This design comes from an exercise in tuning for small area, a short achievable clock period and few clock cycles on the open sky130 flow, not from production work.
In this exercise RTL edits were held to simulation tests only and were not proved equivalent to the original.

$ cat config.mk
export PLATFORM = sky130hd
export DESIGN_NAME = fft_core
export DESIGN_NICKNAME = fft_core
export VERILOG_FILES = /design/flow/design.v
export SDC_FILE = /design/flow/constraint.sdc
export NUM_CORES = 4
export LEC_CHECK = 0
export CAP_MARGIN = 20
export CORE_MARGIN = 2
export CORE_UTILIZATION = 40
export PLACE_DENSITY = 0.6
export SLEW_MARGIN = 20
$ cat constraint.sdc
create_clock -name core_clock -period 7.0 [get_ports {clk}]
set_input_delay 1.4000 -clock core_clock [delete_from_list [all_inputs] [get_ports {clk}]]
set_output_delay 1.4000 -clock core_clock [all_outputs]
set_load 0.01 [all_outputs]
$ cat design.v
module fft_core #(
    parameter DATA_WIDTH = 16,
    parameter N = 16
)(
    input  wire clk,
    input  wire reset,
    input  wire start_fft,
    input  wire [N*DATA_WIDTH-1:0] real_in,    
    input  wire [N*DATA_WIDTH-1:0] imag_in,    
    output wire [N*DATA_WIDTH-1:0] real_out,   
    output wire [N*DATA_WIDTH-1:0] imag_out,   
    output reg  fft_done                       
);
    localparam W = DATA_WIDTH;
    wire [N*W-1:0] s1_r, s1_i;    
    wire [4*7*W-1:0] t2;          
    reg  [4*7*W-1:0] st_t;        
    generate if (1) begin : s1g0
        wire [W-1:0] p, q, r, s, t, u, v;
        addsub_blk4 u1 (.a(real_in[0*W +: W]), .b(real_in[2*W +: W]), .s(p), .d(q));
        addsub_blk4 u2 (.a(imag_in[0*W +: W]), .b(imag_in[2*W +: W]), .s(r), .d(s));
        addsub_blk4 u3 (.a(real_in[1*W +: W]), .b(real_in[3*W +: W]), .s(t), .d(u));
        addsub_blk4 u4 (.a(imag_in[1*W +: W]), .b(imag_in[3*W +: W]), .s(v), .d());
        addsub_blk4 u5 (.a(p), .b(t), .s(s1_r[0*W +: W]), .d(s1_r[2*W +: W]));
        addsub_blk4 u6 (.a(r), .b(v), .s(s1_i[0*W +: W]), .d(s1_i[2*W +: W]));
        addsub_blk4 u7 (.a(s), .b(u), .s(s1_i[1*W +: W]), .d(s1_i[3*W +: W]));
        addsub_blk4 u8 (.a(p), .b(v), .s(), .d(s1_r[1*W +: W]));
        addsub_blk4 u9 (.a(q), .b(v), .s(s1_r[3*W +: W]), .d());
    end endgenerate
    generate if (1) begin : s1g1
        wire [W-1:0] p, q, r, s, t, u, v;
        addsub_blk4 u10 (.a(real_in[4*W +: W]), .b(real_in[6*W +: W]), .s(p), .d(q));
        addsub_blk4 u11 (.a(imag_in[4*W +: W]), .b(imag_in[6*W +: W]), .s(r), .d(s));
        addsub_blk4 u12 (.a(real_in[5*W +: W]), .b(real_in[7*W +: W]), .s(t), .d(u));
        addsub_blk4 u13 (.a(imag_in[5*W +: W]), .b(imag_in[7*W +: W]), .s(v), .d());
        addsub_blk4 u14 (.a(p), .b(t), .s(s1_r[4*W +: W]), .d(s1_r[6*W +: W]));
        addsub_blk4 u15 (.a(r), .b(v), .s(s1_i[4*W +: W]), .d(s1_i[6*W +: W]));
        addsub_blk4 u16 (.a(s), .b(u), .s(s1_i[5*W +: W]), .d(s1_i[7*W +: W]));
        addsub_blk4 u17 (.a(p), .b(v), .s(), .d(s1_r[5*W +: W]));
        addsub_blk4 u18 (.a(q), .b(v), .s(s1_r[7*W +: W]), .d());
    end endgenerate
    generate if (1) begin : s1g2
        wire [W-1:0] p, q, r, s, t, u, v;
        addsub_blk4 u19 (.a(real_in[8*W +: W]), .b(real_in[10*W +: W]), .s(p), .d(q));
        addsub_blk4 u20 (.a(imag_in[8*W +: W]), .b(imag_in[10*W +: W]), .s(r), .d(s));
        addsub_blk4 u21 (.a(real_in[9*W +: W]), .b(real_in[11*W +: W]), .s(t), .d(u));
        addsub_blk4 u22 (.a(imag_in[9*W +: W]), .b(imag_in[11*W +: W]), .s(v), .d());
        addsub_blk4 u23 (.a(p), .b(t), .s(s1_r[8*W +: W]), .d(s1_r[10*W +: W]));
        addsub_blk4 u24 (.a(r), .b(v), .s(s1_i[8*W +: W]), .d(s1_i[10*W +: W]));
        addsub_blk4 u25 (.a(s), .b(u), .s(s1_i[9*W +: W]), .d(s1_i[11*W +: W]));
        addsub_blk4 u26 (.a(p), .b(v), .s(), .d(s1_r[9*W +: W]));
        addsub_blk4 u27 (.a(q), .b(v), .s(s1_r[11*W +: W]), .d());
    end endgenerate
    generate if (1) begin : s1g3
        wire [W-1:0] p, q, r, s, t, u, v;
        addsub_blk4 u28 (.a(real_in[12*W +: W]), .b(real_in[14*W +: W]), .s(p), .d(q));
        addsub_blk4 u29 (.a(imag_in[12*W +: W]), .b(imag_in[14*W +: W]), .s(r), .d(s));
        addsub_blk4 u30 (.a(real_in[13*W +: W]), .b(real_in[15*W +: W]), .s(t), .d(u));
        addsub_blk4 u31 (.a(imag_in[13*W +: W]), .b(imag_in[15*W +: W]), .s(v), .d());
        addsub_blk4 u32 (.a(p), .b(t), .s(s1_r[12*W +: W]), .d(s1_r[14*W +: W]));
        addsub_blk4 u33 (.a(r), .b(v), .s(s1_i[12*W +: W]), .d(s1_i[14*W +: W]));
        addsub_blk4 u34 (.a(s), .b(u), .s(s1_i[13*W +: W]), .d(s1_i[15*W +: W]));
        addsub_blk4 u35 (.a(p), .b(v), .s(), .d(s1_r[13*W +: W]));
        addsub_blk4 u36 (.a(q), .b(v), .s(s1_r[15*W +: W]), .d());
    end endgenerate
    generate if (1) begin : s2g0
        addsub_blk4 u37 (.a(s1_r[0*W +: W]), .b(s1_r[8*W +: W]), .s(t2[0*W +: W]), .d(t2[1*W +: W]));
        addsub_blk4 u38 (.a(s1_i[0*W +: W]), .b(s1_i[8*W +: W]), .s(t2[2*W +: W]), .d(t2[3*W +: W]));
        addsub_blk4 u39 (.a(s1_r[4*W +: W]), .b(s1_r[12*W +: W]), .s(t2[4*W +: W]), .d(t2[5*W +: W]));
        addsub_blk4 u40 (.a(s1_i[4*W +: W]), .b(s1_i[12*W +: W]), .s(t2[6*W +: W]), .d());
        addsub_blk4 u41 (.a(st_t[0*W +: W]), .b(st_t[4*W +: W]), .s(real_out[0*W +: W]), .d(real_out[8*W +: W]));
        addsub_blk4 u42 (.a(st_t[2*W +: W]), .b(st_t[6*W +: W]), .s(imag_out[0*W +: W]), .d(imag_out[8*W +: W]));
        addsub_blk4 u43 (.a(st_t[3*W +: W]), .b(st_t[5*W +: W]), .s(imag_out[4*W +: W]), .d(imag_out[12*W +: W]));
        addsub_blk4 u44 (.a(st_t[0*W +: W]), .b(st_t[6*W +: W]), .s(), .d(real_out[4*W +: W]));
        addsub_blk4 u45 (.a(st_t[1*W +: W]), .b(st_t[6*W +: W]), .s(real_out[12*W +: W]), .d());
    end endgenerate
    generate if (1) begin : s2g1
        addsub_blk4 u46 (.a(s1_r[1*W +: W]), .b(s1_r[9*W +: W]), .s(t2[7*W +: W]), .d(t2[8*W +: W]));
        addsub_blk4 u47 (.a(s1_i[1*W +: W]), .b(s1_i[9*W +: W]), .s(t2[9*W +: W]), .d(t2[10*W +: W]));
        addsub_blk4 u48 (.a(s1_r[5*W +: W]), .b(s1_r[13*W +: W]), .s(t2[11*W +: W]), .d(t2[12*W +: W]));
        addsub_blk4 u49 (.a(s1_i[5*W +: W]), .b(s1_i[13*W +: W]), .s(t2[13*W +: W]), .d());
        addsub_blk4 u50 (.a(st_t[7*W +: W]), .b(st_t[11*W +: W]), .s(real_out[1*W +: W]), .d(real_out[9*W +: W]));
        addsub_blk4 u51 (.a(st_t[9*W +: W]), .b(st_t[13*W +: W]), .s(imag_out[1*W +: W]), .d(imag_out[9*W +: W]));
        addsub_blk4 u52 (.a(st_t[10*W +: W]), .b(st_t[12*W +: W]), .s(imag_out[5*W +: W]), .d(imag_out[13*W +: W]));
        addsub_blk4 u53 (.a(st_t[7*W +: W]), .b(st_t[13*W +: W]), .s(), .d(real_out[5*W +: W]));
        addsub_blk4 u54 (.a(st_t[8*W +: W]), .b(st_t[13*W +: W]), .s(real_out[13*W +: W]), .d());
    end endgenerate
    generate if (1) begin : s2g2
        addsub_blk4 u55 (.a(s1_r[2*W +: W]), .b(s1_r[10*W +: W]), .s(t2[14*W +: W]), .d(t2[15*W +: W]));
        addsub_blk4 u56 (.a(s1_i[2*W +: W]), .b(s1_i[10*W +: W]), .s(t2[16*W +: W]), .d(t2[17*W +: W]));
        addsub_blk4 u57 (.a(s1_r[6*W +: W]), .b(s1_r[14*W +: W]), .s(t2[18*W +: W]), .d(t2[19*W +: W]));
        addsub_blk4 u58 (.a(s1_i[6*W +: W]), .b(s1_i[14*W +: W]), .s(t2[20*W +: W]), .d());
        addsub_blk4 u59 (.a(st_t[14*W +: W]), .b(st_t[18*W +: W]), .s(real_out[2*W +: W]), .d(real_out[10*W +: W]));
        addsub_blk4 u60 (.a(st_t[16*W +: W]), .b(st_t[20*W +: W]), .s(imag_out[2*W +: W]), .d(imag_out[10*W +: W]));
        addsub_blk4 u61 (.a(st_t[17*W +: W]), .b(st_t[19*W +: W]), .s(imag_out[6*W +: W]), .d(imag_out[14*W +: W]));
        addsub_blk4 u62 (.a(st_t[14*W +: W]), .b(st_t[20*W +: W]), .s(), .d(real_out[6*W +: W]));
        addsub_blk4 u63 (.a(st_t[15*W +: W]), .b(st_t[20*W +: W]), .s(real_out[14*W +: W]), .d());
    end endgenerate
    generate if (1) begin : s2g3
        addsub_blk4 u64 (.a(s1_r[3*W +: W]), .b(s1_r[11*W +: W]), .s(t2[21*W +: W]), .d(t2[22*W +: W]));
        addsub_blk4 u65 (.a(s1_i[3*W +: W]), .b(s1_i[11*W +: W]), .s(t2[23*W +: W]), .d(t2[24*W +: W]));
        addsub_blk4 u66 (.a(s1_r[7*W +: W]), .b(s1_r[15*W +: W]), .s(t2[25*W +: W]), .d(t2[26*W +: W]));
        addsub_blk4 u67 (.a(s1_i[7*W +: W]), .b(s1_i[15*W +: W]), .s(t2[27*W +: W]), .d());
        addsub_blk4 u68 (.a(st_t[21*W +: W]), .b(st_t[25*W +: W]), .s(real_out[3*W +: W]), .d(real_out[11*W +: W]));
        addsub_blk4 u69 (.a(st_t[23*W +: W]), .b(st_t[27*W +: W]), .s(imag_out[3*W +: W]), .d(imag_out[11*W +: W]));
        addsub_blk4 u70 (.a(st_t[24*W +: W]), .b(st_t[26*W +: W]), .s(imag_out[7*W +: W]), .d(imag_out[15*W +: W]));
        addsub_blk4 u71 (.a(st_t[21*W +: W]), .b(st_t[27*W +: W]), .s(), .d(real_out[7*W +: W]));
        addsub_blk4 u72 (.a(st_t[22*W +: W]), .b(st_t[27*W +: W]), .s(real_out[15*W +: W]), .d());
    end endgenerate
    always @(posedge clk) begin
        st_t <= t2;
    end
    always @(posedge clk or posedge reset) begin
        if (reset) fft_done <= 1'b0;
        else       fft_done <= start_fft;
    end
endmodule
module addsub_blk4 (
    input  wire [15:0] a,
    input  wire [15:0] b,
    output wire [15:0] s,
    output wire [15:0] d
);
    wire [15:0] x = a ^ b;
    wire [15:0] y = a & b;
    wire [15:0] z = a & x;      
    wire [15:0] xn = ~x;        
    wire sg0_1 = y[0] | (x[0] & 1'b0);
    wire sg0_5 = y[4] | (x[4] & y[3]);
    wire sp0_5 = x[4] & x[3];
    wire sg0_9 = y[8] | (x[8] & y[7]);
    wire sp0_9 = x[8] & x[7];
    wire sg0_13 = y[12] | (x[12] & y[11]);
    wire sp0_13 = x[12] & x[11];
    wire sg1_2 = y[1] | (x[1] & sg0_1);
    wire sg1_6 = y[5] | (x[5] & sg0_5);
    wire sp1_6 = x[5] & sp0_5;
    wire sg1_10 = y[9] | (x[9] & sg0_9);
    wire sp1_10 = x[9] & sp0_9;
    wire sg1_14 = y[13] | (x[13] & sg0_13);
    wire sp1_14 = x[13] & sp0_13;
    wire sg2_3 = y[2] | (x[2] & sg1_2);
    wire sg2_7 = y[6] | (x[6] & sg1_6);
    wire sp2_7 = x[6] & sp1_6;
    wire sg2_11 = y[10] | (x[10] & sg1_10);
    wire sp2_11 = x[10] & sp1_10;
    wire sg2_15 = y[14] | (x[14] & sg1_14);
    wire sp2_15 = x[14] & sp1_14;
    wire sg3_7 = sg2_7 | (sp2_7 & sg2_3);
    wire sg3_15 = sg2_15 | (sp2_15 & sg2_11);
    wire sp3_15 = sp2_15 & sp2_11;
    wire sg4_11 = sg2_11 | (sp2_11 & sg3_7);
    wire sg4_15 = sg3_15 | (sp3_15 & sg3_7);
    wire sg5_4 = y[3] | (x[3] & sg2_3);
    wire sg5_5 = sg0_5 | (sp0_5 & sg2_3);
    wire sg5_6 = sg1_6 | (sp1_6 & sg2_3);
    wire sg5_8 = y[7] | (x[7] & sg3_7);
    wire sg5_9 = sg0_9 | (sp0_9 & sg3_7);
    wire sg5_10 = sg1_10 | (sp1_10 & sg3_7);
    wire sg5_12 = y[11] | (x[11] & sg4_11);
    wire sg5_13 = sg0_13 | (sp0_13 & sg4_11);
    wire sg5_14 = sg1_14 | (sp1_14 & sg4_11);
    wire dg0_1 = z[0] | (xn[0] & 1'b1);
    wire dg0_5 = z[4] | (xn[4] & z[3]);
    wire dp0_5 = xn[4] & xn[3];
    wire dg0_9 = z[8] | (xn[8] & z[7]);
    wire dp0_9 = xn[8] & xn[7];
    wire dg0_13 = z[12] | (xn[12] & z[11]);
    wire dp0_13 = xn[12] & xn[11];
    wire dg1_2 = z[1] | (xn[1] & dg0_1);
    wire dg1_6 = z[5] | (xn[5] & dg0_5);
    wire dp1_6 = xn[5] & dp0_5;
    wire dg1_10 = z[9] | (xn[9] & dg0_9);
    wire dp1_10 = xn[9] & dp0_9;
    wire dg1_14 = z[13] | (xn[13] & dg0_13);
    wire dp1_14 = xn[13] & dp0_13;
    wire dg2_3 = z[2] | (xn[2] & dg1_2);
    wire dg2_7 = z[6] | (xn[6] & dg1_6);
    wire dp2_7 = xn[6] & dp1_6;
    wire dg2_11 = z[10] | (xn[10] & dg1_10);
    wire dp2_11 = xn[10] & dp1_10;
    wire dg2_15 = z[14] | (xn[14] & dg1_14);
    wire dp2_15 = xn[14] & dp1_14;
    wire dg3_7 = dg2_7 | (dp2_7 & dg2_3);
    wire dg3_15 = dg2_15 | (dp2_15 & dg2_11);
    wire dp3_15 = dp2_15 & dp2_11;
    wire dg4_11 = dg2_11 | (dp2_11 & dg3_7);
    wire dg4_15 = dg3_15 | (dp3_15 & dg3_7);
    wire dg5_4 = z[3] | (xn[3] & dg2_3);
    wire dg5_5 = dg0_5 | (dp0_5 & dg2_3);
    wire dg5_6 = dg1_6 | (dp1_6 & dg2_3);
    wire dg5_8 = z[7] | (xn[7] & dg3_7);
    wire dg5_9 = dg0_9 | (dp0_9 & dg3_7);
    wire dg5_10 = dg1_10 | (dp1_10 & dg3_7);
    wire dg5_12 = z[11] | (xn[11] & dg4_11);
    wire dg5_13 = dg0_13 | (dp0_13 & dg4_11);
    wire dg5_14 = dg1_14 | (dp1_14 & dg4_11);
    assign s[0] = x[0] ^ 1'b0;
    assign d[0] = xn[0] ^ 1'b1;
    assign s[1] = x[1] ^ sg0_1;
    assign d[1] = xn[1] ^ dg0_1;
    assign s[2] = x[2] ^ sg1_2;
    assign d[2] = xn[2] ^ dg1_2;
    assign s[3] = x[3] ^ sg2_3;
    assign d[3] = xn[3] ^ dg2_3;
    assign s[4] = x[4] ^ sg5_4;
    assign d[4] = xn[4] ^ dg5_4;
    assign s[5] = x[5] ^ sg5_5;
    assign d[5] = xn[5] ^ dg5_5;
    assign s[6] = x[6] ^ sg5_6;
    assign d[6] = xn[6] ^ dg5_6;
    assign s[7] = x[7] ^ sg3_7;
    assign d[7] = xn[7] ^ dg3_7;
    assign s[8] = x[8] ^ sg5_8;
    assign d[8] = xn[8] ^ dg5_8;
    assign s[9] = x[9] ^ sg5_9;
    assign d[9] = xn[9] ^ dg5_9;
    assign s[10] = x[10] ^ sg5_10;
    assign d[10] = xn[10] ^ dg5_10;
    assign s[11] = x[11] ^ sg4_11;
    assign d[11] = xn[11] ^ dg4_11;
    assign s[12] = x[12] ^ sg5_12;
    assign d[12] = xn[12] ^ dg5_12;
    assign s[13] = x[13] ^ sg5_13;
    assign d[13] = xn[13] ^ dg5_13;
    assign s[14] = x[14] ^ sg5_14;
    assign d[14] = xn[14] ^ dg5_14;
    assign s[15] = x[15] ^ sg4_15;
    assign d[15] = xn[15] ^ dg4_15;
endmodule
$ cat flow/run.sh
#!/bin/bash
set -o pipefail
cp standard.sh standard.sh.txt 2>/dev/null
export BUFFER_PORTS_ARGS="-buffer_cell sky130_fd_sc_hd__buf_2"
bash standard.sh > standard.log 2>&1
$ cat standard.sh
#!/bin/bash
# synth_recipe.tcl (not shown) runs the flow's synth.tcl, then flattens the netlist and writes it again
# the make line also repeats each setting of config.mk as NAME=value (left out here)
make -C /OpenROAD-flow-scripts/flow DESIGN_CONFIG=/design/flow/config.mk WORK_HOME=/design/flow/orfs CLKGATE_MAP_FILE= SYNTH_SCRIPT=/design/flow/synth_recipe.tcl "${@:-finish}"
==> results.toml, run 1 <==
[clocking]
cts.sinks = 429
cts_made_buffers = 58
cts_setup_buffers = 0
cts.clk_slew.worst_paths_ps = 70
cts_root_buf = "clkbuf_16"
cts_buffer_depth = 3
cts_tree = "yes"
htreeDepth = 2

[floorplan]
die_area_mm2 = 0.170
num_rows = 150
io_pins = 1028
chipWidth_um = 413
fp.dieH_um = 413
core_mm2 = 0.167
initial_utilization = 0.401

[grt]
grtUsageTotal = 0.343
grt_pass1_vias = 64700
overflow = 0
grt_max_degree = 17
antenna_found_initial = 101
grt_pass1_wl_um = 421000

[drt]
drtIter0Drc = 3824
drc = 0
vias = 64800
first_pass_iters = 5
drtAntennaViolNets = 0
wl_um = 301000
wl_per_cell_um = 23.8
vias_per_cell = 5.12

[timing]
setup_ws_ps = 63.4
worst_slew_pin_slew_ps = 1220
setup_viol_count_final = 0
maxSlewViolCount = 0
hold_violations = 0
period_minus_slack_ps = 6940
finalSetupTns_ps = 0
max_freq_ghz = 0.144
min_period_over_period = 0.991
slew_headroom = 0.186

[logic_synthesis]
synth.top_cells.by_count = "1,122 x ha_1, 1,105 x inv_1, 882 x xnor2_1"
synth_nets = 9897
synth_top_area_cell = "ha_1"
ys_seq_area_frac = 0.129
syn_avg_cell_area_um2 = 8.42
synth_warnings = 1
synth_top_area_share = 0.210
synth_edf_count = 0
synth_area_leaders = "ha_1 21%, dfxtp_1 13%, xnor2_1 12%"
post-synth-top-count-cell = "ha_1"
ys_seq_elements = 429
async_flop_share = 0.00233
ys_types = 104
syn_area_mm2 = 0.0669
synth_ff_type = "dfxtp_1"
netlist_instances = 7940

[placement]
pre_cts_ws_ps = -472
hpwlAfterDp_um = 274000
port_buffers = 1027
dp_cells = 12500
place_congestion = 1.02

[setup_path]
endpoint_kind = "output pin"
required_ps = 5600
crit_path_max_fanout = 4
arrival_ps = 5540
critical_path_class = "flop to output pin"
cp-start-kind = "flop"

[layout]
layout.nets = 12300
stdcell_count = 12700
area_delta_synth_final_pct = 30.9
layout-drive-gt1-share = 0.267

[job]
cap_viol_max_count = 0

[hold_path]
hold_path_class = "input pin to async pin"

[run_status]
outcome = "complete, no violations"
[sequential cells by signal, summed over array words and instances (netlist names)]
name / flops
fft_done: 1
st_t: 428
[path summary, 6_finish.rpt]
kind | start | endpoint | slack, ps | cells after the start
min in group core_clock | start_fft | fft_done$_DFF_PP0_ | 800 | 1
min | reset | fft_done$_DFF_PP0_ | 520 | 2
max in group asynchronous | reset | fft_done$_DFF_PP0_ | 6400 | 2
max | st_t[320]$_DFF_P_ | imag_out[15] | 60 | 20
[worst max-delay path, cell delays in order, from the launching register on]
cell      delay, ps
dfxtp_1         390
ha_1            240
inv_1           180
fa_1            210
inv_1            50
fa_1            500
nor2b_1         180
o21ai_0         230
a21boi_0        130
buf_4           160
o21ai_0         290
a21oi_1         130
o21ai_1         330
a21boi_2        170
o21ai_1         300
a21oi_1         120
o21ai_1         310
a21boi_0        260
nor4_1          360
a311oi_2        110
buf_2           180
[cell usage in the layout (no fill, tap or decap), types with 103 or more instances in the layout]
cell | Yosys | layout
nor2_1 | 498 | 498
buf_4 | 25 | 1481
o21ai_0 | 275 | 253
inv_1 | 1105 | 1105
a21o_1 | 135 | 135
dfxtp_1 | 428 | 427
fa_1 | 320 | 320
ha_1 | 1122 | 1122
nand2_1 | 348 | 348
a21oi_1 | 482 | 481
nor2b_1 | 182 | 182
xnor2_1 | 882 | 880
nand2b_1 | 129 | 129
xor2_1 | 539 | 539
mux2i_1 | 108 | 108
buf_2 | 4 | 1027
nor3_1 | 103 | 103
[per-layer routing]
| metal | vias to the layer above | wire length [µm] | GRT usage |
|---|---|---|---|
| met5 | - | 218 | 0 |
| met3 | 399 | 18100 | 0.0456 |
| met4 | 36 | 10600 | 0.114 |
| li1 | 31400 | - | - |
| met2 | 1901 | 142000 | 0.590 |
| met1 | 31100 | 130000 | 0.439 |
[what timing repair did]
action                                  4_1_cts  5_1_grt
hold endpoints to repair                      0        0
hold buffers                                  0        0
resized for setup                            12       37
endpoints found under the setup margin       14       43
[cells by family after synthesis]
logic type               share of synthesized area
AO/OA/AOI/OAI                                0.166
AND/OR/NAND/NOR                              0.112
adder cells (fa/ha/maj)                      0.311
XOR/XNOR                                     0.191
buffers and inverters                       0.0718
flip-flops                                   0.129
multiplexers                                0.0204
[cell type report]
cell class | count | area, µm²
clock inverters | 36 | 469
inverters | 1106 | 4150
diodes | 46 | 115
clock buffers | 71 | 1590
repair buffers | 2511 | 16300
flip-flops and latches | 429 | 8590
fillers | 16100 | 79100
well taps | 2204 | 2760
multi-input cells | 6258 | 53600
[per-stage QoR]
step / cell area, µm² / utilization / hold WS, ps
after floorplan: 66900 / - / 1130
after CTS: 87400 / 0.524 / 481
final: 87600 / 0.525 / 518
after global placement: 85300 / 0.512 / 1230
after global routing: 87500 / 0.525 / 508
after detailed placement: 85300 / 0.512 / 1240
Testbench counts, summed over its fixed seeds: cycles 2,056.
==> inputs of run 2 (changes only) <==
--- a/config.mk
+++ b/config.mk
@@ -9,4 +9,6 @@
 export CORE_MARGIN = 2
-export CORE_UTILIZATION = 40
-export PLACE_DENSITY = 0.6
+export CORE_UTILIZATION = 55
+export GPL_TIMING_DRIVEN = 0
+export PLACE_DENSITY = 0.7
+export SETUP_SLACK_MARGIN = 0.2
 export SLEW_MARGIN = 20
==> run 2 against run 1 <==
Compared with the run above: final cell count fell by 15%; critical endpoint is now st_t[335]$_DFF_P_; still clean; count of clock-buffer cells in the layout fell by 2; global-route usage rose by 6.3 points; die area fell by 27%; setup slack improved by 120 ps; sequential share of layout area rose by 1.1 points; critical path type is now input pin to flop.
==> results.toml, run 2 <==
[layout]
multiInputGateArea_mm2 = 0.0555
area_delta_synth_final_pct = 17.5
largest_reg_flops = 428
final_cell_mix = "1,103 x ha_1, 1,098 x inv_1, 1,032 x buf_2, 831 x xnor2_1, 522 x xor2_1"
final_core_util = 0.653
top_regs = "st_t (428), fft_done (1)"
final_common_cell = "ha_1"
layout-drive-gt1-share = 0.186
seq_area_mm2 = 0.00859
fill_cells = 10400
layout.nets = 11000
stdcell_count = 10800
regMostFlops = "st_t"

[clocking]
htreeDepth = 2
cts_made_buffers = 53
cts.clk_slew.worst_paths_ps = 70
cts.sinks = 429
cts_tree = "yes"
cts_buffer_depth = 3
cts_root_buf = "clkbuf_16"

[drt]
wl_um = 262000
vias = 61500
drtIter0Drc = 4965
vias_per_cell = 5.70
wl_per_cell_um = 24.3
first_pass_iters = 8
drtAntennaViolNets = 0
drc = 0

[placement]
place_congestion = 1.02
hpwlAfterDp_um = 230000
dp_cells = 10600
port_buffers = 1027

[job]
cap_viol_max_count = 0

[logic_synthesis]
syn_avg_cell_area_um2 = 8.42
async_flop_share = 0.00233
synth.top_cells.by_count = "1,122 x ha_1, 1,105 x inv_1, 882 x xnor2_1"
ys_seq_elements = 429
synth_edf_count = 0
synth_top_area_cell = "ha_1"
synth_warnings = 1
post-synth-top-count-cell = "ha_1"
synth_ff_type = "dfxtp_1"
ys_seq_area_frac = 0.129
synth_nets = 9897
synth_top_area_share = 0.210
ys_types = 104
netlist_instances = 7940
synth_area_leaders = "ha_1 21%, dfxtp_1 13%, xnor2_1 12%"
syn_area_mm2 = 0.0669

[setup_path]
required_ps = 7470
cp-start-kind = "input pin"
endpoint_kind = "flop"
arrival_ps = 7290
crit_end = "st_t[335]$_DFF_P_"
crit_path_max_fanout = 4
critical_path_class = "input pin to flop"
cp-startpoint = "imag_in[208]"

[floorplan]
chipWidth_um = 353
io_pins = 1028
die_area_mm2 = 0.124
num_rows = 127
fp.dieH_um = 353
core_mm2 = 0.120
initial_utilization = 0.556

[grt]
antenna_found_initial = 96
grtUsageTotal = 0.406
grt_max_degree = 15
grt_pass1_vias = 60300
grt_pass1_wl_um = 373000
overflow = 0

[timing]
max_freq_ghz = 0.147
timing.hold.ws_ps = 574
min_period_over_period = 0.974
period_minus_slack_ps = 6820
hold_violations = 0
worst_slew_pin_slew_ps = 1210
slew_headroom = 0.189
maxSlewViolCount = 0
rsz0062_at_grt = "yes"
setup_viol_count_final = 0

[run_status]
outcome = "complete, no violations"

[hold_path]
hold_path_class = "input pin to async pin"
## run 2: critical path: stages
cell	delay, ps
buf_2	100
ha_1	200
inv_1	80
fa_2	220
fa_2	290
nor2b_2	70
o31a_1	290
buf_4	180
o211ai_1	370
a21oi_1	160
or3_1	420
fa_1	420
xnor2_2	400
inv_1	140
ha_1	380
or2_2	300
o22ai_2	220
o21ai_2	120
xnor2_1	140
ha_1	370
a21oi_1	160
o21ai_1	100
xnor2_1	170
xnor2_2	560
## run 2: cell families (layout without fill, tap and decap cells)
| logic type | after synthesis | in the layout | synth area share |
|---|---|---|---|
| AO/OA/AOI/OAI | 1661 | 1661 | 0.166 |
| AND/OR/NAND/NOR | 1555 | 1555 | 0.112 |
| adder cells (fa/ha/maj) | 1474 | 1474 | 0.311 |
| XOR/XNOR | 1435 | 1435 | 0.191 |
| buffers and inverters | 1253 | 2444 | 0.0718 |
| flip-flops | 429 | 429 | 0.129 |
| multiplexers | 133 | 133 | 0.0204 |
| other | 0 | 47 | 0 |
## run 2: metrics by stage
| step | area (µm²) | setup WS (ps) | TNS, ps |
|---|---|---|---|
| final | 78500 | 180 | 0 |
| after global routing | 78500 | 26.3 | 0 |
| after CTS | 76800 | 118 | 0 |
| after detailed placement | 74100 | -1870 | -114770 |
| after global placement | 74000 | -1850 | -103390 |
| after floorplan | 66900 | 211 | 0 |
## run 2: timing repair
action	in CTS	in global routing
hold buffers	0	0
gates resized for setup	192	288
setup endpoints to repair	123	125
buffers inserted	18	48
pin swaps	37	92
## run 2: worst min-delay path by stage
stage	startpoint	to	cells after the start
finish	reset	fft_done$_DFF_PP0_	2
global route	reset	fft_done$_DFF_PP0_	2
CTS	reset	fft_done$_DFF_PP0_	2
detailed placement	reset	fft_done$_DFF_PP0_	2
global placement	reset	fft_done$_DFF_PP0_	2
floorplan	reset	fft_done$_DFF_PP0_	1
## run 2: layer usage
layer | share of wire | vias to the layer above | track usage
li1 | - | 28800 | -
met1 | 0.39 | 29500 | 0.501
met2 | 0.47 | 2565 | 0.691
met3 | 0.083 | 572 | 0.0611
met4 | 0.058 | 30 | 0.191
met5 | 0.00080 | - | 0
## run 2: final cells by class
type	instances	area share
tap	1612	0.0257
antenna	47	0.00150
buffer	147	0.00863
clock buffer	69	0.0191
clock inverter	29	0.00401
inverter	1106	0.0529
timing repair buffer	1093	0.0722
sequential	429	0.109
multi-input combinational	6258	0.707
==> inputs of run 3 (changes only) <==
==> flow/run.sh (replaced) <==
#!/bin/bash
set -o pipefail
cp standard.sh standard.sh.txt 2>/dev/null
export BUFFER_PORTS_ARGS="-buffer_cell sky130_fd_sc_hd__buf_1"
bash standard.sh > standard.log 2>&1
--- a/config.mk
+++ b/config.mk
@@ -9,5 +9,6 @@
 export CORE_MARGIN = 2
-export CORE_UTILIZATION = 55
+export CORE_UTILIZATION = 65
+export CTS_BUF_LIST = sky130_fd_sc_hd__clkbuf_8
 export GPL_TIMING_DRIVEN = 0
-export PLACE_DENSITY = 0.7
+export PLACE_DENSITY = 0.8
 export SETUP_SLACK_MARGIN = 0.2
==> run 3 against run 2 <==
Compared with the run above: worst hold slack worse by 130 ps; routed wire length down 0.53%; count of clock-buffer cells in the layout up 34; flip-flop and latch count unchanged; final cell count down 1.9%; final area down 2.8%; synthesized cell count unchanged; first-iteration DRC count up 25%; maximum frequency down 0.55%; highest routed layer unchanged.
==> results.toml, run 3 <==
[timing]
setup_viol_count_final = 0
min_period_over_period = 0.980
rsz0062_at_grt = "yes"
hold_violations = 0
worst_slew_pin_slew_ps = 1310
slew_headroom = 0.120
maxSlewViolCount = 0
max_freq_ghz = 0.146
period_minus_slack_ps = 6860

[logic_synthesis]
syn_area_mm2 = 0.0669
synth_warnings = 1
ys_seq_elements = 429
ys_seq_area_frac = 0.129
synth_nets = 9897
synth_top_area_share = 0.210
async_flop_share = 0.00233
netlist_instances = 7940
ys_types = 104
syn_avg_cell_area_um2 = 8.42
synth_top_area_cell = "ha_1"
synth_edf_count = 0
post-synth-top-count-cell = "ha_1"
synth_area_leaders = "ha_1 21%, dfxtp_1 13%, xnor2_1 12%"
synth_ff_type = "dfxtp_1"
synth.top_cells.by_count = "1,122 x ha_1, 1,105 x inv_1, 882 x xnor2_1"

[clocking]
cts_made_buffers = 84
cts.clk_slew.worst_paths_ps = 70
htreeDepth = 3
cts_root_buf = "clkbuf_8"
cts.sinks = 429
cts_buffer_depth = 3
cts_tree = "yes"

[layout]
top_regs = "st_t (428), fft_done (1)"
largest_reg_flops = 428
layout-drive-gt1-share = 0.0689
area_delta_synth_final_pct = 14.1
final_cell_mix = "1,124 x inv_1, 1,110 x ha_1, 1,036 x buf_1, 843 x xnor2_1, 523 x xor2_1"
stdcell_area_mm2 = 0.0763
final_common_cell = "inv_1"
layout.nets = 11100
regMostFlops = "st_t"
stdcell_count = 10600

[setup_path]
critPathMostFrequentCell = "ha_1"
critical_path_class = "input pin to flop"
required_ps = 7660
cp-start-kind = "input pin"
endpoint_kind = "flop"
arrival_ps = 7520
cpPeakStageDelay_ps = 820
crit_chain = "buf_1 > ha_1 > and2_1 > o311ai_0 > a211o_1 > a311oi_1 > o311ai_1 > a21bo_2 > a21bo_2 > ha_1 > o21a_1 > o31ai_2 > nand2b_1 > fa_1 > ha_1 > a211oi_2 > o31ai_1 > a21oi_1 > xor2_1"
cpMaxStageDelayCell = "o311ai_0"
cp-startpoint = "real_in[129]"
crit_cells = 19
path_delay_family = "compound AO/OA/AOI/OAI gates"
crit_path_max_fanout = 4
critical_path_buf_inv_count = 1

[floorplan]
die_area_mm2 = 0.105
fp.dieH_um = 325
io_pins = 1028
chipWidth_um = 325
num_rows = 117
core_mm2 = 0.102
initial_utilization = 0.656

[placement]
dp_cells = 10300
place_congestion = 1.05
port_buffers = 1027
hpwlAfterDp_um = 225000
post_dp_cell_area_mm2 = 0.0725

[grt]
antenna_found_initial = 90
grt_pass1_wl_um = 371000
grt_max_degree = 12
grtUsageTotal = 0.470
overflow = 0
grt_pass1_vias = 62700

[drt]
wl_per_cell_um = 24.6
wl_um = 261000
vias_per_cell = 6.03
drc = 0
first_pass_iters = 22
vias = 63800
drtAntennaViolNets = 0
drtIter0Drc = 6203

[run_status]
outcome = "complete, no violations"

[hold_path]
hold_path_class = "input pin to async pin"

[job]
cap_viol_max_count = 0
==> run 3: changes by cell type in the layout (fill, tap and decap cells not counted), moves of 10 or more <==
cell,before,now
buf_2,1032,5
buf_1,11,1036
clkbuf_8,9,103
clkbuf_16,54,0
inv_1,1098,1124
buf_4,87,63
xnor2_1,831,843
a21oi_1,453,464
a21oi_2,27,16
diode_2,47,57
==> run 3: kinds of logic after synthesis <==
logic type | Yosys count | synth area share
AO/OA/AOI/OAI | 1661 | 0.166
XOR/XNOR | 1435 | 0.191
adder cells (fa/ha/maj) | 1474 | 0.311
buffers and inverters | 1253 | 0.0718
flip-flops | 429 | 0.129
multiplexers | 133 | 0.0204
AND/OR/NAND/NOR | 1555 | 0.112
==> run 3: cell type report <==
class	instances	area, µm²
clock inverters	51	433
well taps	1368	1710
diodes	57	143
fillers	7493	25600
inverters	1106	4150
flip-flops and latches	429	8600
repair buffers	1067	4180
multi-input cells	6258	55000
plain buffers	147	669
clock buffers	103	1420
==> run 3: layer usage <==
metal	vias to the layer above	global-route usage	wire, µm
met5	-	0	413
met1	30200	0.533	90200
li1	28800	-	-
met3	1099	0.121	30200
met4	46	0.344	22500
met2	3626	0.768	118000
==> run 3: per-stage QoR <==
stage                     hold slack [ps]  setup TNS (ps)   util  setup slack, ps
after detailed placement             1210          -83840  0.711            -1660
after floorplan                      1130               0      -              211
final                                 444               0  0.749              142
after CTS                             424               0  0.735             82.0
after global placement               1210          -81650  0.711            -1660
after global routing                  456               0  0.748              101
==> run 3: path summary, 6_finish.rpt <==
path | to | slack [ps]
max in group asynchronous | fft_done$_DFF_PP0_ | 6470
max | st_t[367]$_DFF_P_ | 140
min | fft_done$_DFF_PP0_ | 440
min in group core_clock | fft_done$_DFF_PP0_ | 750
==> run 3: repair_timing <==
action,4_1_cts,5_1_grt
pin swaps,12,52
gates resized for setup,138,263
endpoints found under the setup margin,103,141
hold buffers,0,0
buffers inserted,7,33
==> inputs of run 4 (changes only) <==
--- a/config.mk
+++ b/config.mk
@@ -9,6 +9,6 @@
 export CORE_MARGIN = 2
-export CORE_UTILIZATION = 65
+export CORE_UTILIZATION = 55
 export CTS_BUF_LIST = sky130_fd_sc_hd__clkbuf_8
 export GPL_TIMING_DRIVEN = 0
-export PLACE_DENSITY = 0.8
+export PLACE_DENSITY = 0.7
 export SETUP_SLACK_MARGIN = 0.2
==> run 4 against run 3 <==
Compared with the run above: largest cell class unchanged; routed wire length barely moved; core utilization fell by 11 points; area after synthesis did not move; critical path depth rose by 4; via count fell by 3.8%; count of clock-buffer cells in the layout rose by 1; final area rose by 0.69%; sequential share of layout area fell by 0.079 points; worst hold slack improved by 7.6 ps; global-route usage fell by 6.6 points.
==> results.toml, run 4 <==
[drt]
drtIter0Drc = 4768
vias = 61400
vias_per_cell = 5.68
drtAntennaViolNets = 0
wl_per_cell_um = 24.1
first_pass_iters = 8
drc = 0
wl_um = 261000

[logic_synthesis]
async_flop_share = 0.00233
post-synth-top-count-cell = "ha_1"
synth.top_cells.by_count = "1,122 x ha_1, 1,105 x inv_1, 882 x xnor2_1"
netlist_instances = 7940
syn_area_mm2 = 0.0669
ys_seq_area_frac = 0.129
synth_edf_count = 0
synth_warnings = 1
synth_area_leaders = "ha_1 21%, dfxtp_1 13%, xnor2_1 12%"
synth_top_area_share = 0.210
synth_nets = 9897
synth_top_area_cell = "ha_1"
syn_avg_cell_area_um2 = 8.42
synth_ff_type = "dfxtp_1"
ys_types = 104
ys_seq_elements = 429

[floorplan]
num_rows = 127
chipWidth_um = 353
initial_utilization = 0.556
core_mm2 = 0.120
io_pins = 1028
die_area_mm2 = 0.124
fp.dieH_um = 353

[grt]
grt_pass1_vias = 59600
grt_max_degree = 13
antenna_found_initial = 71
grtUsageTotal = 0.404
grt_pass1_wl_um = 370000
overflow = 0

[hold_path]
hold_path_class = "input pin to async pin"

[layout]
stdcell_count = 10800
final_common_cell = "inv_1"
layout.nets = 11100
largest_reg_flops = 428
layout-drive-gt1-share = 0.0713
final_cell_mix = "1,117 x inv_1, 1,106 x ha_1, 1,036 x buf_1, 839 x xnor2_1, 521 x xor2_1"
top_regs = "st_t (428), fft_done (1)"
stdcell_area_mm2 = 0.0769
regMostFlops = "st_t"
area_delta_synth_final_pct = 14.9

[timing]
min_period_over_period = 0.968
hold_violations = 0
setup_viol_count_final = 0
worst_slew_pin_slew_ps = 1280
slew_headroom = 0.142
maxSlewViolCount = 0
rsz0062_at_grt = "yes"
timing.hold.ws_ps = 452
max_freq_ghz = 0.148
period_minus_slack_ps = 6780

[job]
cap_viol_max_count = 0

[setup_path]
endpoint_kind = "flop"
cp-start-kind = "input pin"
required_ps = 7630
arrival_ps = 7410
crit_path_max_fanout = 5
critical_path_class = "input pin to flop"

[placement]
post_dp_cell_area_mm2 = 0.0728
place_congestion = 1.01
hpwlAfterDp_um = 229000
port_buffers = 1027
dp_cells = 10600

[clocking]
cts_buffer_depth = 3
cts_made_buffers = 88
cts.sinks = 429
cts.clk_slew.worst_paths_ps = 60
htreeDepth = 3
cts_root_buf = "clkbuf_8"
cts_tree = "yes"

[run_status]
outcome = "complete, no violations"
run 4: cell counts after synthesis:
No cell type changed its count.
run 4: final cells by class:
type / count / area (µm²)
diodes: 37 / 92.6
plain buffers: 147 / 668
clock buffers: 104 / 1430
clock inverters: 52 / 453
fillers: 10800 / 43400
inverters: 1106 / 4150
multi-input cells: 6258 / 55200
flip-flops and latches: 429 / 8590
well taps: 1612 / 2020
repair buffers: 1073 / 4230
run 4: what timing repair did:
| item | in CTS | in global routing |
|---|---|---|
| buffers inserted | 18 | 27 |
| hold endpoints to repair | 0 | 0 |
| pin swaps | 24 | 54 |
| resized for setup | 151 | 276 |
| hold buffers | 0 | 0 |
| setup endpoints to repair | 132 | 131 |
run 4: cells by family after synthesis:
family | count (synthesis) | share of synthesized area
xor gates and xnor gates | 1435 | 0.191
buffers and inverters | 1253 | 0.0718
DFF | 429 | 0.129
and+or+nand+nor | 1555 | 0.112
adders and majority gates | 1474 | 0.311
AOI/OAI and AO/OA | 1661 | 0.166
muxes | 133 | 0.0204
run 4: final timing paths:
| path | from | to | cells past startpoint |
|---|---|---|---|
| max | real_in[0] | st_t[124]$_DFF_P_ | 23 |
| min | reset | fft_done$_DFF_PP0_ | 2 |
| max in group asynchronous | reset | fft_done$_DFF_PP0_ | 2 |
| min in group core_clock | start_fft | fft_done$_DFF_PP0_ | 1 |
run 4: worst max-delay path, cell delays in order:
cell	delay, ps
buf_1	130
ha_1	170
inv_1	50
fa_1	400
fa_2	490
fa_2	610
inv_1	140
ha_4	330
o311a_4	230
o31ai_2	90
maj3_1	440
a21o_1	220
mux2i_1	170
xnor2_1	260
inv_1	90
ha_1	370
inv_1	90
o21bai_1	380
a21oi_1	190
o21bai_1	290
inv_1	110
fa_1	440
xnor2_1	310
run 4: per-stage QoR:
step / TNS, ps / util / setup WS (ps)
floorplan: 0 / - / 211
global placement: -106120 / 0.605 / -2010
detailed placement: -114930 / 0.605 / -2110
CTS: 0 / 0.627 / 31.5
global route: 0 / 0.639 / 72.2
finish: 0 / 0.639 / 224
run 4: routing by layer:
layer / routed length [µm] / global-route usage
met3: 20800 / 0.0562
met5: 139 / 0
met1: 103000 / 0.501
met2: 121000 / 0.681
met4: 15200 / 0.208
==> inputs of run 5 (changes only) <==
--- a/config.mk
+++ b/config.mk
@@ -13,3 +13,3 @@
 export PLACE_DENSITY = 0.7
-export SETUP_SLACK_MARGIN = 0.2
+export SETUP_SLACK_MARGIN = 0.6
 export SLEW_MARGIN = 20
==> run 5 against run 4 <==
Compared with the run above: non-clock buffer count grew 122; count of clock-buffer cells in the layout is the same; critical endpoint is now st_t[335]$_DFF_P_; maximum frequency grew 4.4%; sequential share of layout area shrank 0.51 points.
==> results.toml, run 5 <==
[run_status]
outcome = "complete, no violations"

[logic_synthesis]
netlist_instances = 7940
synth_nets = 9897
synth_ff_type = "dfxtp_1"
post-synth-top-count-cell = "ha_1"
syn_avg_cell_area_um2 = 8.42
ys_seq_area_frac = 0.129
ys_seq_elements = 429
synth_warnings = 1
synth_edf_count = 0
syn_area_mm2 = 0.0669
synth.top_cells.by_count = "1,122 x ha_1, 1,105 x inv_1, 882 x xnor2_1"
synth_top_area_cell = "ha_1"
ys_types = 104
synth_area_leaders = "ha_1 21%, dfxtp_1 13%, xnor2_1 12%"
async_flop_share = 0.00233
synth_top_area_share = 0.210

[layout]
final_cell_mix = "1,099 x inv_1, 1,060 x ha_1, 1,023 x buf_1, 802 x xnor2_1, 500 x xor2_1"
final_common_cell = "inv_1"
multiInputGateArea_mm2 = 0.0580
stdcell_area_mm2 = 0.0806
fill_cells = 10300
area_delta_synth_final_pct = 20.6
layout-drive-gt1-share = 0.130
regMostFlops = "st_t"
seq_area_mm2 = 0.00860
largest_reg_flops = 428
stdcell_count = 10900
layout.nets = 11200
final_core_util = 0.670
top_regs = "st_t (428), fft_done (1)"

[setup_path]
required_ps = 7580
crit_chain = "buf_1 > ha_1 > inv_1 > fa_1 > fa_2 > o21bai_1 > a21oi_1 > o21bai_1 > a21o_1 > a21o_1 > a41oi_4 > nand2b_1 > fa_2 > ha_2 > a211oi_4 > a21oi_1 > xor2_1 > ha_2 > buf_4 > o41ai_4 > o21ai_1 > xnor2_1 > xnor2_2"
path_delay_family = "compound AO/OA/AOI/OAI gates"
cpMaxStageDelayCell = "xnor2_2"
endpoint_kind = "flop"
critical_path_class = "input pin to flop"
crit_path_max_fanout = 4
critical_path_buf_inv_count = 3
cp-start-kind = "input pin"
arrival_ps = 7080
cpPeakStageDelay_ps = 530

[timing]
worst_slew_pin_slew_ps = 1240
maxSlewViolCount = 0
rsz0062_at_grt = "yes"
slew_headroom = 0.165
max_freq_ghz = 0.154
min_period_over_period = 0.928
period_minus_slack_ps = 6490
setup_viol_count_final = 0
timing.hold.ws_ps = 443
hold_violations = 0

[grt]
grtUsageTotal = 0.409
grt_pass1_vias = 60200
grt_max_degree = 13
grt_pass1_wl_um = 375000
overflow = 0
antenna_found_initial = 68

[drt]
wl_um = 268000
first_pass_iters = 12
wl_per_cell_um = 24.5
drc = 0
drtAntennaViolNets = 0
vias_per_cell = 5.71
vias = 62400
drtIter0Drc = 5405

[placement]
dp_cells = 10600
place_congestion = 1.04
post_dp_cell_area_mm2 = 0.0732
port_buffers = 1027
hpwlAfterDp_um = 231000

[clocking]
cts_root_buf = "clkbuf_8"
cts.sinks = 429
cts_tree = "yes"
holdBufCountCts = 0
cts_buffer_depth = 3
cts.clk_slew.worst_paths_ps = 60
htreeDepth = 3
cts_made_buffers = 85

[floorplan]
fp.dieH_um = 353
chipWidth_um = 353
core_mm2 = 0.120
initial_utilization = 0.556
io_pins = 1028
num_rows = 127
die_area_mm2 = 0.124

[hold_path]
hold_path_class = "input pin to async pin"

[job]
cap_viol_max_count = 0
run 5: worst paths after layout:
path                        startpoint  slack (ps)                  to  cells after the start
min                              reset         440  fft_done$_DFF_PP0_                      2
min in group core_clock      start_fft         750  fft_done$_DFF_PP0_                      1
max                        imag_in[96]         510   st_t[335]$_DFF_P_                     23
max in group asynchronous        reset        6470  fft_done$_DFF_PP0_                      2
run 5: metal layers:
layer	GRT usage	up-vias	share of wire
met5	0	-	0.00069
met4	0.197	28	0.059
met3	0.0629	573	0.084
met2	0.694	2586	0.47
met1	0.505	30200	0.39
li1	-	29000	-
run 5: cell families after synthesis:
family                   count (synthesis)  share of synthesized area
adder cells (fa/ha/maj)               1474                      0.311
AND/OR/NAND/NOR                       1555                      0.112
buffers and inverters                 1253                     0.0718
AO/OA/AOI/OAI                         1661                      0.166
flip-flops                             429                      0.129
multiplexers                           133                     0.0204
XOR/XNOR                              1435                      0.191
run 5: timing repair:
action,in CTS,in global routing
resized for setup,353,584
pin swaps,73,226
buffers inserted,51,116
cloned,0,0
setup endpoints to repair,208,166
run 5: stage by stage:
| stage | worst slack, ps | setup TNS [ps] |
|---|---|---|
| 5_1_grt | 411 | 0 |
| 6_report | 507 | 0 |
| 3_5_place_dp | -1520 | -77240 |
| 2_1_floorplan | 477 | 0 |
| 4_1_cts | 443 | 0 |
| 3_3_place_gp | -1480 | -70900 |
run 5: final cells by class:
type	instances	share of cell area
inverter	1106	0.0516
tap	1612	0.0250
multi-input combinational	6258	0.719
clock inverter	48	0.00517
antenna	28	0.000869
timing repair buffer	1195	0.0648
clock buffer	104	0.0178
buffer	147	0.00910
sequential	429	0.107

## static timing again, ports no longer ideal
No port has a modelled driver above. Below, the same layouts with a new extraction and two added sets of constraints. Step 1 (the two cells are an assumption about what drives the block):
set clk [get_ports {clk}]
set_driving_cell -lib_cell sky130_fd_sc_hd__clkbuf_16 $clk
set_driving_cell -lib_cell sky130_fd_sc_hd__buf_2 [delete_from_list [all_inputs] $clk]
Step 2 moves the port delays by t, midway between the first and last clock arrival at a register: inputs arrive t later, outputs are due t later. That takes back most of the time a late clock gives input paths. a / b / c = no drivers / after step 1 / after step 2; a / b = the first two.
run | t (ns) | setup WS [ns] | slew at the worst register clock pin (ns) | cell pins on the clock port's net
run 1 | 0.781 | 0.063 / -0.021 / -0.411 | 0.08 / 0.08 | 1
run 2 | 0.724 | 0.180 / 0.234 / -0.490 | 0.07 / 0.07 | 1
run 3 | 0.838 | 0.142 / 0.196 / -0.641 | 0.08 / 0.08 | 1
run 4 | 0.826 | 0.224 / 0.268 / -0.558 | 0.08 / 0.08 | 1
run 5 | 0.839 | 0.507 / 0.509 / -0.282 | 0.08 / 0.08 | 1
Met with ideal ports but missed after step 2: setup timing in every run listed. For run 5, which loses most, drivers alone change the setup slack by +0.002 ns; drivers and shift together by -0.789 ns.
